Source: an optimization exercise on an open RTL-to-GDS flow (aim: small area and a short achievable clock period). Production flows keep margins and buffers that such runs may drop. RTL that was checked went through simulation tests only; none was proved equivalent to the original. The flow treats the clock pin as an ideal source. Dropping or thinning the clock tree relies on that and would not hold on a real chip. Power figures rest on the tool's default switching activity, not on a simulated workload.

## mac16
module mac16 (
    input             clk,
    input             rst_n,
    input      [15:0] a,
    input      [15:0] b,
    input      [31:0] acc,
    output reg [31:0] out
);
Settings: LEC_CHECK=0, CAP_MARGIN=20, CORE_MARGIN=2, CORE_UTILIZATION=65, SLEW_MARGIN=20, SYNTH_HIERARCHICAL=1, SYNTH_MINIMUM_KEEP_SIZE=0; clock period 15.0 ns.
standard.sh (not shown) runs the stock make flow with config.mk's settings and CLKGATE_MAP_FILE= SYNTH_SCRIPT=/design/flow/synth_recipe.tcl, a recipe that flattens the netlist after the stock synthesis.
==> flow/flow/run.sh <==
#!/bin/bash
# Own layout flow: the standard ORFS flow (standard.sh, synthesis included)
# with two hooks:
#  - flow/resize_hook.tcl, before the placement resizer: port buffer cells and
#    the drive strength of the operand flip-flops;
#  - flow/cts_hook2.tcl, at the start of CTS: a one-level clock tree of four
#    clkbuf_16 (instead of TritonCTS's two-level H-tree).
set -euo pipefail
here=$(pwd)
export PRE_RESIZE_TCL=$here/flow/resize_hook.tcl
export PRE_CTS_TCL=$here/flow/cts_hook2.tcl
bash standard.sh > $here/standard_flow.log 2>&1
==> flow/flow/cts_hook3.tcl <==
# Clock tree of inverter pairs: the clock port drives four small clock
# inverters; each drives one clkinv_16, which drives the clock pins of one
# quarter of the flip-flops (halved at the median x, then at the median y).
# Every flip-flop sees the same two inverters between it and the port, so the
# clock keeps its polarity and the tree is balanced.
set db [ord::get_db]
set block [ord::get_db_block]
set clk_net [$block findNet clk]
set leaf_master [$db findMaster sky130_fd_sc_hd__clkinv_16]
set root_master [$db findMaster sky130_fd_sc_hd__clkinv_4]

set sinks {}
foreach it [$clk_net getITerms] {
  if {[$it isInputSignal]} {
    set loc [[$it getInst] getLocation]
    lappend sinks [list $it [lindex $loc 0] [lindex $loc 1]]
  }
}
proc bisect {items idx depth} {
  if {$depth == 0} { return [list $items] }
  set s [lsort -real -index $idx $items]
  set h [expr {[llength $s] / 2}]
  set nidx [expr {$idx == 1 ? 2 : 1}]
  return [concat [bisect [lrange $s 0 [expr {$h - 1}]] $nidx [expr {$depth - 1}]] \
                 [bisect [lrange $s $h end] $nidx [expr {$depth - 1}]]]
}
proc centre {items} {
  set sx 0; set sy 0
  foreach s $items { set sx [expr {$sx + [lindex $s 1]}]; set sy [expr {$sy + [lindex $s 2]}] }
  set n [llength $items]
  return [list [expr {int($sx / $n)}] [expr {int($sy / $n)}]]
}
set i 0
foreach g [bisect $sinks 1 2] {
  lassign [centre $g] cx cy
  set rinst [odb::dbInst_create $block $root_master "clkinv_r${i}"]
  set rnet [odb::dbNet_create $block "clknet_r${i}"]
  $rnet setSigType CLOCK
  [$rinst findITerm A] connect $clk_net
  [$rinst findITerm Y] connect $rnet
  $rinst setLocation $cx $cy
  $rinst setPlacementStatus PLACED
  set inst [odb::dbInst_create $block $leaf_master "clkinv_l${i}"]
  set net [odb::dbNet_create $block "clknet_l${i}"]
  $net setSigType CLOCK
  [$inst findITerm A] connect $rnet
  [$inst findITerm Y] connect $net
  foreach s $g {
    set it [lindex $s 0]
    $it disconnect
    $it connect $net
  }
  $inst setLocation $cx $cy
  $inst setPlacementStatus PLACED
  puts "cts_hook: clkinv_l${i} drives [llength $g] clock pins"
  incr i
}
$clk_net setSigType CLOCK

# cts.tcl calls clock_tree_synthesis next; the tree is already built.
rename clock_tree_synthesis my_unused_clock_tree_synthesis
proc clock_tree_synthesis {args} { puts "cts_hook: clock tree built by flow/cts_hook3.tcl" }
Other scripts of this flow, unchanged in this note and not shown: flow/flow/cts_hook.tcl, flow/flow/cts_hook2.tcl, flow/flow/resize_hook.tcl
Then changed:
--- a/flow/flow/run.sh
+++ b/flow/flow/run.sh
@@ -6 +6 @@
-#  - flow/cts_hook2.tcl, at the start of CTS: a one-level clock tree of four
+#  - flow/cts_hook3.tcl, at the start of CTS: a one-level clock tree of four
@@ -11 +11 @@
-export PRE_CTS_TCL=$here/flow/cts_hook2.tcl
+export PRE_CTS_TCL=$here/flow/cts_hook3.tcl
--- a/flow/flow/cts_hook3.tcl
+++ b/flow/flow/cts_hook3.tcl
@@ -60 +60,4 @@
-# cts.tcl calls clock_tree_synthesis next; the tree is already built.
+# cts.tcl calls repair_clock_inverters and clock_tree_synthesis next; the tree
+# is already built (and its inverters must not be cloned per flip-flop).
+rename repair_clock_inverters my_unused_repair_clock_inverters
+proc repair_clock_inverters {args} { puts "cts_hook: clock inverters kept as built" }
Effect: Setup slack improves by 110 ps. Maximum frequency went up by 3.0%. Hold slack improved by 3.2 ps.
No run of this note takes its clock network from TritonCTS; it comes from the design's own scripts or RTL.

========
mac16, a different RTL version from the one above (not shown whole).
Size in the first run: about 98 I/O pins, about 10000 sq um of cells after synthesis.
Settings: LEC_CHECK=0, CAP_MARGIN=20, CORE_MARGIN=2, CORE_UTILIZATION=65, SLEW_MARGIN=20, SYNTH_HIERARCHICAL=1, SYNTH_MINIMUM_KEEP_SIZE=0; clock period 15.0 ns.
==> flow/flow/run.sh <==
#!/bin/bash
# Own layout flow: the standard ORFS flow (standard.sh, synthesis included)
# with two hooks:
#  - flow/resize_hook.tcl, before the placement resizer: port buffer cells and
#    the drive strength of the operand flip-flops;
#  - flow/cts_hook3.tcl, at the start of CTS: a balanced clock tree of
#    inverter pairs (port -> 4 x clkinv_8 -> 4 x clkinv_16 -> flip-flops)
#    instead of TritonCTS's two-level H-tree of buffers.
set -euo pipefail
here=$(pwd)
export PRE_RESIZE_TCL=$here/flow/resize_hook.tcl
export PRE_CTS_TCL=$here/flow/cts_hook3.tcl
bash standard.sh > $here/standard_flow.log 2>&1
==> flow/flow/cts_hook3.tcl <==
# Clock tree of inverter pairs: the clock port drives four clkinv_8 clock
# inverters; each drives one clkinv_16, which drives the clock pins of one
# quarter of the flip-flops (halved at the median x, then at the median y).
# Every flip-flop sees the same two inverters between it and the port, so the
# clock keeps its polarity and the tree is balanced.
set db [ord::get_db]
set block [ord::get_db_block]
set clk_net [$block findNet clk]
set leaf_master [$db findMaster sky130_fd_sc_hd__clkinv_16]
set root_master [$db findMaster sky130_fd_sc_hd__clkinv_8]

set sinks {}
foreach it [$clk_net getITerms] {
  if {[$it isInputSignal]} {
    set loc [[$it getInst] getLocation]
    lappend sinks [list $it [lindex $loc 0] [lindex $loc 1]]
  }
}
proc bisect {items idx depth} {
  if {$depth == 0} { return [list $items] }
  set s [lsort -real -index $idx $items]
  set h [expr {[llength $s] / 2}]
  set nidx [expr {$idx == 1 ? 2 : 1}]
  return [concat [bisect [lrange $s 0 [expr {$h - 1}]] $nidx [expr {$depth - 1}]] \
                 [bisect [lrange $s $h end] $nidx [expr {$depth - 1}]]]
}
proc centre {items} {
  set sx 0; set sy 0
  foreach s $items { set sx [expr {$sx + [lindex $s 1]}]; set sy [expr {$sy + [lindex $s 2]}] }
  set n [llength $items]
  return [list [expr {int($sx / $n)}] [expr {int($sy / $n)}]]
}
set i 0
foreach g [bisect $sinks 1 2] {
  lassign [centre $g] cx cy
  set rinst [odb::dbInst_create $block $root_master "clkinv_r${i}"]
  set rnet [odb::dbNet_create $block "clknet_r${i}"]
  $rnet setSigType CLOCK
  [$rinst findITerm A] connect $clk_net
  [$rinst findITerm Y] connect $rnet
  $rinst setLocation $cx $cy
  $rinst setPlacementStatus PLACED
  set inst [odb::dbInst_create $block $leaf_master "clkinv_l${i}"]
  set net [odb::dbNet_create $block "clknet_l${i}"]
  $net setSigType CLOCK
  [$inst findITerm A] connect $rnet
  [$inst findITerm Y] connect $net
  foreach s $g {
    set it [lindex $s 0]
    $it disconnect
    $it connect $net
  }
  $inst setLocation $cx $cy
  $inst setPlacementStatus PLACED
  puts "cts_hook: clkinv_l${i} drives [llength $g] clock pins"
  incr i
}
$clk_net setSigType CLOCK

# cts.tcl calls repair_clock_inverters and clock_tree_synthesis next; the tree
# is already built (and its inverters must not be cloned per flip-flop).
rename repair_clock_inverters my_unused_repair_clock_inverters
proc repair_clock_inverters {args} { puts "cts_hook: clock inverters kept as built" }
rename clock_tree_synthesis my_unused_clock_tree_synthesis
proc clock_tree_synthesis {args} { puts "cts_hook: clock tree built by flow/cts_hook3.tcl" }
==> flow/flow/resize_hook.tcl <==
# Port buffers: a small buffer on inputs, a faster one on outputs (out[*] drives
# the 10 fF load and sits on the output timing path).
set n_in 0
set n_out 0
foreach inst [get_cells *] {
  set name [get_property $inst name]
  set ref [get_property $inst ref_name]
  if {[regexp {^input[0-9]+$} $name] && [string match "*buf*" $ref]
      && [get_property [get_nets -of_objects [get_pins $name/A]] name] ne "rst_n"} {
    replace_cell $inst sky130_fd_sc_hd__buf_1
    incr n_in
  } elseif {[regexp {^output[0-9]+$} $name] && [string match "*buf*" $ref]} {
    replace_cell $inst sky130_fd_sc_hd__buf_2
    incr n_out
  } elseif {[regexp {^[ab]_r\[[0-9]+\]} $name] && $ref eq "sky130_fd_sc_hd__dfxtp_1"} {
    replace_cell $inst sky130_fd_sc_hd__dfxtp_4
  }
}
puts "resize_hook: $n_in input and $n_out output buffers replaced"

# Logic cells that synthesis sized up (_2, _4, ...) go back to their smallest
# drive strength: the clock period leaves every such path far from critical.
set n_down 0
foreach inst [get_cells *] {
  set ref [get_property $inst ref_name]
  if {[regexp {^(sky130_fd_sc_hd__([a-z0-9]+))_([0-9]+)$} $ref -> base func drive]
      && $drive > 1
      && ![regexp {^(df|sdf|edf|dl|buf|clk|inv|bufinv|conb|tap|fill|decap|fa|ha)} $func]} {
    foreach small {1 0} {
      set lib_cell [get_lib_cells -quiet */${base}_${small}]
      if {$lib_cell ne ""} {
        replace_cell $inst [get_property $lib_cell name]
        incr n_down
        break
      }
    }
  }
}
puts "resize_hook: $n_down logic cells set to their smallest size"
Change:
--- a/flow/config.mk
+++ b/flow/config.mk
@@ -7,0 +8 @@
+export ABC_AREA = 1
Outcome:
- setup slack stays flat
- routed wire length is lower by 7.0%
- maximum frequency barely changes
- clock skew drops by 0.0058 ns
- area after synthesis rose by 1.4%
- first-iteration DRC count fell by 23%
Change:
==> flow/flow/resize_hook.tcl (replaced) <==
# Port buffers: a small buffer on inputs, a faster one on outputs (out[*] drives
# the 10 fF load and sits on the output timing path).
set n_in 0
set n_out 0
foreach inst [get_cells *] {
  set name [get_property $inst name]
  set ref [get_property $inst ref_name]
  if {[regexp {^input[0-9]+$} $name] && [string match "*buf*" $ref]
      && [get_property [get_nets -of_objects [get_pins $name/A]] name] ne "rst_n"} {
    replace_cell $inst sky130_fd_sc_hd__buf_1
    incr n_in
  } elseif {[regexp {^output[0-9]+$} $name] && [string match "*buf*" $ref]} {
    replace_cell $inst sky130_fd_sc_hd__buf_2
    incr n_out
  } elseif {[regexp {^[ab]_r\[[0-9]+\]} $name] && $ref eq "sky130_fd_sc_hd__dfxtp_1"} {
    replace_cell $inst sky130_fd_sc_hd__dfxtp_4
  }
}
puts "resize_hook: $n_in input and $n_out output buffers replaced"
--- a/flow/config.mk
+++ b/flow/config.mk
@@ -8 +7,0 @@
-export ABC_AREA = 1
Effect: The new run went through all stages and came out clean; maximum frequency is about the same; sequential cell count does not change; clock skew rose by 0.0060 ns; setup slack loses 0.0057 ns; wire length rose by 7.7%; worst hold slack loses 0.015 ns; die area fell by 1.3%; synthesized area fell by 1.4%; sequential power rose by about 0.8%; cell area barely changes; via count rose by 0.75%.
Change:
--- a/flow/config.mk
+++ b/flow/config.mk
@@ -10 +10 @@
-export CORE_UTILIZATION = 65
+export CORE_UTILIZATION = 58
What happened:
- wire length is lower by about 1.5%
- flip-flop and latch count is unchanged
- die area increases by about 12%
- worst setup slack gets worse by 0.0040 ns
- final area is about the same
- cell count rose by about 1.2%
- total power stays flat
- combinational power stays flat
- hold slack improved by 0.0083 ns
- clock power barely changes
Change:
--- a/flow/flow/run.sh
+++ b/flow/flow/run.sh
@@ -7 +7 @@
-#    inverter pairs (port -> 4 x clkinv_8 -> 4 x clkinv_16 -> flip-flops)
+#    inverter pairs (port -> 4 x clkinv_4 -> 4 x clkinv_16 -> flip-flops)
--- a/flow/flow/cts_hook3.tcl
+++ b/flow/flow/cts_hook3.tcl
@@ -1 +1 @@
-# Clock tree of inverter pairs: the clock port drives four clkinv_8 clock
+# Clock tree of inverter pairs: the clock port drives four small clock
@@ -10 +10 @@
-set root_master [$db findMaster sky130_fd_sc_hd__clkinv_8]
+set root_master [$db findMaster sky130_fd_sc_hd__clkinv_4]
--- a/flow/config.mk
+++ b/flow/config.mk
@@ -10 +10 @@
-export CORE_UTILIZATION = 58
+export CORE_UTILIZATION = 75
Result: The new run produced a clean layout; worst hold slack stays flat; setup slack gets worse by 0.037 ns; via count climbs by 7.3%.
In every run of this note, the design's own scripts or RTL, not TritonCTS, make the clock network.

========
Another version of the RTL of mac16 (not shown whole).
Size: about 930 cells after synthesis, ~98 I/O pins.
clock: 15.0 ns
lec_check: 0
cap_margin: 20
core_margin: 2
core_utilization: 40
slew_margin: 20
synth_hierarchical: 1
synth_minimum_keep_size: 0
==> flow/flow/run.sh <==
#!/bin/bash
# Own layout flow: the standard ORFS flow (standard.sh), with one hook before
# the placement resizer step (flow/resize_hook.tcl) that picks the port buffer
# cells and the drive strength of the operand flip-flops.  Everything else,
# synthesis included, is the standard flow.
set -euo pipefail
here=$(pwd)
export PRE_RESIZE_TCL=$here/flow/resize_hook.tcl
bash standard.sh > $here/standard_flow.log 2>&1
==> flow/flow/resize_hook.tcl <==
# Port buffers: a small buffer on inputs, a faster one on outputs (out[*] drives
# the 10 fF load and sits on the output timing path).
set n_in 0
set n_out 0
foreach inst [get_cells *] {
  set name [get_property $inst name]
  set ref [get_property $inst ref_name]
  if {[regexp {^input[0-9]+$} $name] && [string match "*buf*" $ref]
      && [get_property [get_nets -of_objects [get_pins $name/A]] name] ne "rst_n"} {
    replace_cell $inst sky130_fd_sc_hd__buf_1
    incr n_in
  } elseif {[regexp {^output[0-9]+$} $name] && [string match "*buf*" $ref]} {
    replace_cell $inst sky130_fd_sc_hd__buf_2
    incr n_out
  } elseif {[regexp {^[ab]_r\[[0-9]+\]} $name] && $ref eq "sky130_fd_sc_hd__dfxtp_1"} {
    replace_cell $inst sky130_fd_sc_hd__dfxtp_4
  }
}
puts "resize_hook: $n_in input and $n_out output buffers replaced"
Edit:
==> flow/run.sh (new file) <==
#!/bin/bash
# synth_recipe.tcl (not shown) runs the flow's synth.tcl, then flattens the netlist and writes it again
# the make line also repeats each setting of config.mk as NAME=value (left out here)
make -C /OpenROAD-flow-scripts/flow DESIGN_CONFIG=/design/flow/config.mk WORK_HOME=/design/flow/orfs CLKGATE_MAP_FILE= SYNTH_SCRIPT=/design/flow/synth_recipe.tcl finish
removed: flow/flow/run.sh
removed: flow/flow/resize_hook.tcl
removed: flow/standard.sh
Routed wire length is about the same.
Power rose by 3.3%.
Fmax fell by 8.6%.
Cell count stays the same.
Worst setup slack got worse by 0.37 ns.
Worst hold slack barely changes.
Cell area rose by 4.0%.
Clock power rose by 7.0%.
Sequential power is about the same.
Function was not checked in any run of this note: the RTL went through the layout flow alone.

========
mac16, a different RTL version from the one above (not shown whole).
For scale: ~98 I/O pins, ~10,000 um2 of cells after synthesis.
clock: 15.0 ns
lec_check: 0
cap_margin: 20
core_margin: 2
core_utilization: 65
slew_margin: 20
synth_hierarchical: 1
synth_minimum_keep_size: 0
==> flow/flow/run.sh <==
#!/bin/bash
# Own layout flow: the standard ORFS flow (standard.sh, synthesis included)
# with two hooks:
#  - flow/resize_hook.tcl, before the placement resizer: port buffer cells,
#    the drive strength of the operand flip-flops, and logic cells that
#    synthesis sized up set back to their smallest drive strength;
#  - flow/cts_hook3.tcl, at the start of CTS: a balanced clock tree of
#    inverter pairs (port -> 4 x clkinv_8 -> 4 x clkinv_16 -> flip-flops)
#    instead of TritonCTS's two-level H-tree of buffers.
set -euo pipefail
here=$(pwd)
export PRE_RESIZE_TCL=$here/flow/resize_hook.tcl
export PRE_CTS_TCL=$here/flow/cts_hook3.tcl
bash standard.sh > $here/standard_flow.log 2>&1
==> flow/flow/resize_hook.tcl <==
# Port buffers: a small buffer on inputs, a faster one on outputs (out[*] drives
# the 10 fF load and sits on the output timing path).
set n_in 0
set n_out 0
foreach inst [get_cells *] {
  set name [get_property $inst name]
  set ref [get_property $inst ref_name]
  if {[regexp {^input[0-9]+$} $name] && [string match "*buf*" $ref]
      && [get_property [get_nets -of_objects [get_pins $name/A]] name] ne "rst_n"} {
    replace_cell $inst sky130_fd_sc_hd__buf_1
    incr n_in
  } elseif {[regexp {^output[0-9]+$} $name] && [string match "*buf*" $ref]} {
    replace_cell $inst sky130_fd_sc_hd__buf_2
    incr n_out
  } elseif {[regexp {^[ab]_r\[[0-9]+\]} $name] && $ref eq "sky130_fd_sc_hd__dfxtp_1"} {
    replace_cell $inst sky130_fd_sc_hd__dfxtp_4
  }
}
puts "resize_hook: $n_in input and $n_out output buffers replaced"

# Logic cells that synthesis sized up (_2, _4, ...) go back to their smallest
# drive strength: the clock period leaves every such path far from critical.
set n_down 0
foreach inst [get_cells *] {
  set ref [get_property $inst ref_name]
  if {[regexp {^(sky130_fd_sc_hd__([a-z0-9]+))_([0-9]+)$} $ref -> base func drive]
      && $drive > 1
      && ![regexp {^(df|sdf|edf|dl|buf|clk|inv|bufinv|conb|tap|fill|decap|fa|ha)} $func]} {
    foreach small {1 0} {
      set lib_cell [get_lib_cells -quiet */${base}_${small}]
      if {$lib_cell ne ""} {
        replace_cell $inst [get_property $lib_cell name]
        incr n_down
        break
      }
    }
  }
}
puts "resize_hook: $n_down logic cells set to their smallest size"
Other scripts of this flow, unchanged in this note and not shown: flow/flow/cts_hook3.tcl
Then changed:
PLACE_DENSITY = 0.8   (was not set)
Sequential power climbs by about 0.8%.
First-iteration DRC count came out lower by about 16%.
Combinational power went down by about 4%.
Worst setup slack hardly moves.
Power fell by about 2%.
Then changed:
PLACE_DENSITY = 0.92   (was 0.8)
Effect:
- sequential power stays flat
- sequential share of layout area stays flat
- clock skew came out lower by 5.4 ps
- global-route usage rose by 0.46 points
- setup slack gains 6.6 ps
- first-iteration DRC count goes up by 26%
- final area hardly moves
- die area does not change
- total power is higher by 1.0%
- hold slack improves by 6.4 ps
Then changed:
--- a/flow/flow/resize_hook.tcl
+++ b/flow/flow/resize_hook.tcl
@@ -13 +13 @@
-    replace_cell $inst sky130_fd_sc_hd__buf_2
+    replace_cell $inst sky130_fd_sc_hd__clkbuf_2
Effect: Core utilization does not change. Synthesized area is unchanged. Setup slack is about the same. Cell count does not change. Die area is unchanged. Sequential cell count is unchanged. Worst hold slack hardly moves. Fmax barely changes. Clock skew increases by 3.3 ps. Power decreases by 0.33%. Critical path depth is unchanged.
Then changed:
--- a/flow/flow/run.sh
+++ b/flow/flow/run.sh
@@ -4,3 +4,2 @@
-#  - flow/resize_hook.tcl, before the placement resizer: port buffer cells,
-#    the drive strength of the operand flip-flops, and logic cells that
-#    synthesis sized up set back to their smallest drive strength;
+#  - flow/resize_hook.tcl, before the placement resizer: port buffer cells and
+#    the drive strength of the operand flip-flops;
--- a/flow/flow/resize_hook.tcl
+++ b/flow/flow/resize_hook.tcl
@@ -13 +13 @@
-    replace_cell $inst sky130_fd_sc_hd__clkbuf_2
+    replace_cell $inst sky130_fd_sc_hd__buf_2
PLACE_DENSITY = not set   (was 0.92)
The changed run completed without violations; utilization increases by 0.18 points; setup slack gets worse by 6.9 ps; power goes up by 1.3%; synthesized area is unchanged.
In every run of this note, the design's own scripts or RTL, not TritonCTS, make the clock network.

[port drivers added, routing unchanged]
No port has a modelled driver above. Below, the same layouts with a new extraction and two added sets of constraints. Step 1 (the two cells are an assumption about what drives the block):
set clk [get_ports {clk}]
set_driving_cell -lib_cell sky130_fd_sc_hd__clkbuf_16 $clk
set_driving_cell -lib_cell sky130_fd_sc_hd__buf_2 [delete_from_list [all_inputs] $clk]
Step 2 times the ports against the registers' clock, not the clock port: input delays grow and output delays shrink by t, the midpoint of the rising clock arrivals with the driver on. Slacks: ideal ports / drivers / drivers and shift; pairs: ideal ports / drivers.
| run | t (ns) | setup WS [ns] | slew at the worst register clock pin (ns) |
|---|---|---|---|
| the first run of note 1 | 0.369 | 11.213 / 11.130 / 11.295 | 0.09 / 0.09 |
| the second run of note 1 | 0.288 | 11.322 / 11.209 / 11.305 | 0.09 / 0.09 |
| the first run of note 2 | 0.298 | 11.369 / 11.207 / 11.307 | 0.09 / 0.09 |
| the second run of note 2 | 0.297 | 11.368 / 11.210 / 11.298 | 0.09 / 0.09 |
| the third run of note 2 | 0.294 | 11.362 / 11.204 / 11.305 | 0.09 / 0.09 |
| the fourth run of note 2 | 0.300 | 11.358 / 11.198 / 11.290 | 0.09 / 0.09 |
| the fifth run of note 2 | 0.280 | 11.320 / 11.211 / 11.300 | 0.09 / 0.09 |
| the first run of note 3 | 0.474 | 11.064 / 11.017 / 11.135 | 0.07 / 0.07 |
| the second run of note 3 | 0.480 | 10.694 / 10.645 / 10.707 | 0.07 / 0.07 |
| the first run of note 4 | 0.291 | 11.342 / 11.191 / 11.250 | 0.09 / 0.09 |
| the second run of note 4 | 0.297 | 11.342 / 11.184 / 11.246 | 0.09 / 0.09 |
| the third run of note 4 | 0.284 | 11.348 / 11.199 / 11.394 | 0.08 / 0.08 |
| the fourth run of note 4 | 0.286 | 11.349 / 11.198 / 11.405 | 0.08 / 0.08 |
| the fifth run of note 4 | 0.291 | 11.342 / 11.191 / 11.250 | 0.09 / 0.09 |
After both steps setup and hold are still met in every run listed. The setup slack of the second run of note 4, which loses most, moves by -0.158 ns with the drivers and by -0.096 ns with both steps. The worst setup slack also covers recovery checks on asynchronous resets.
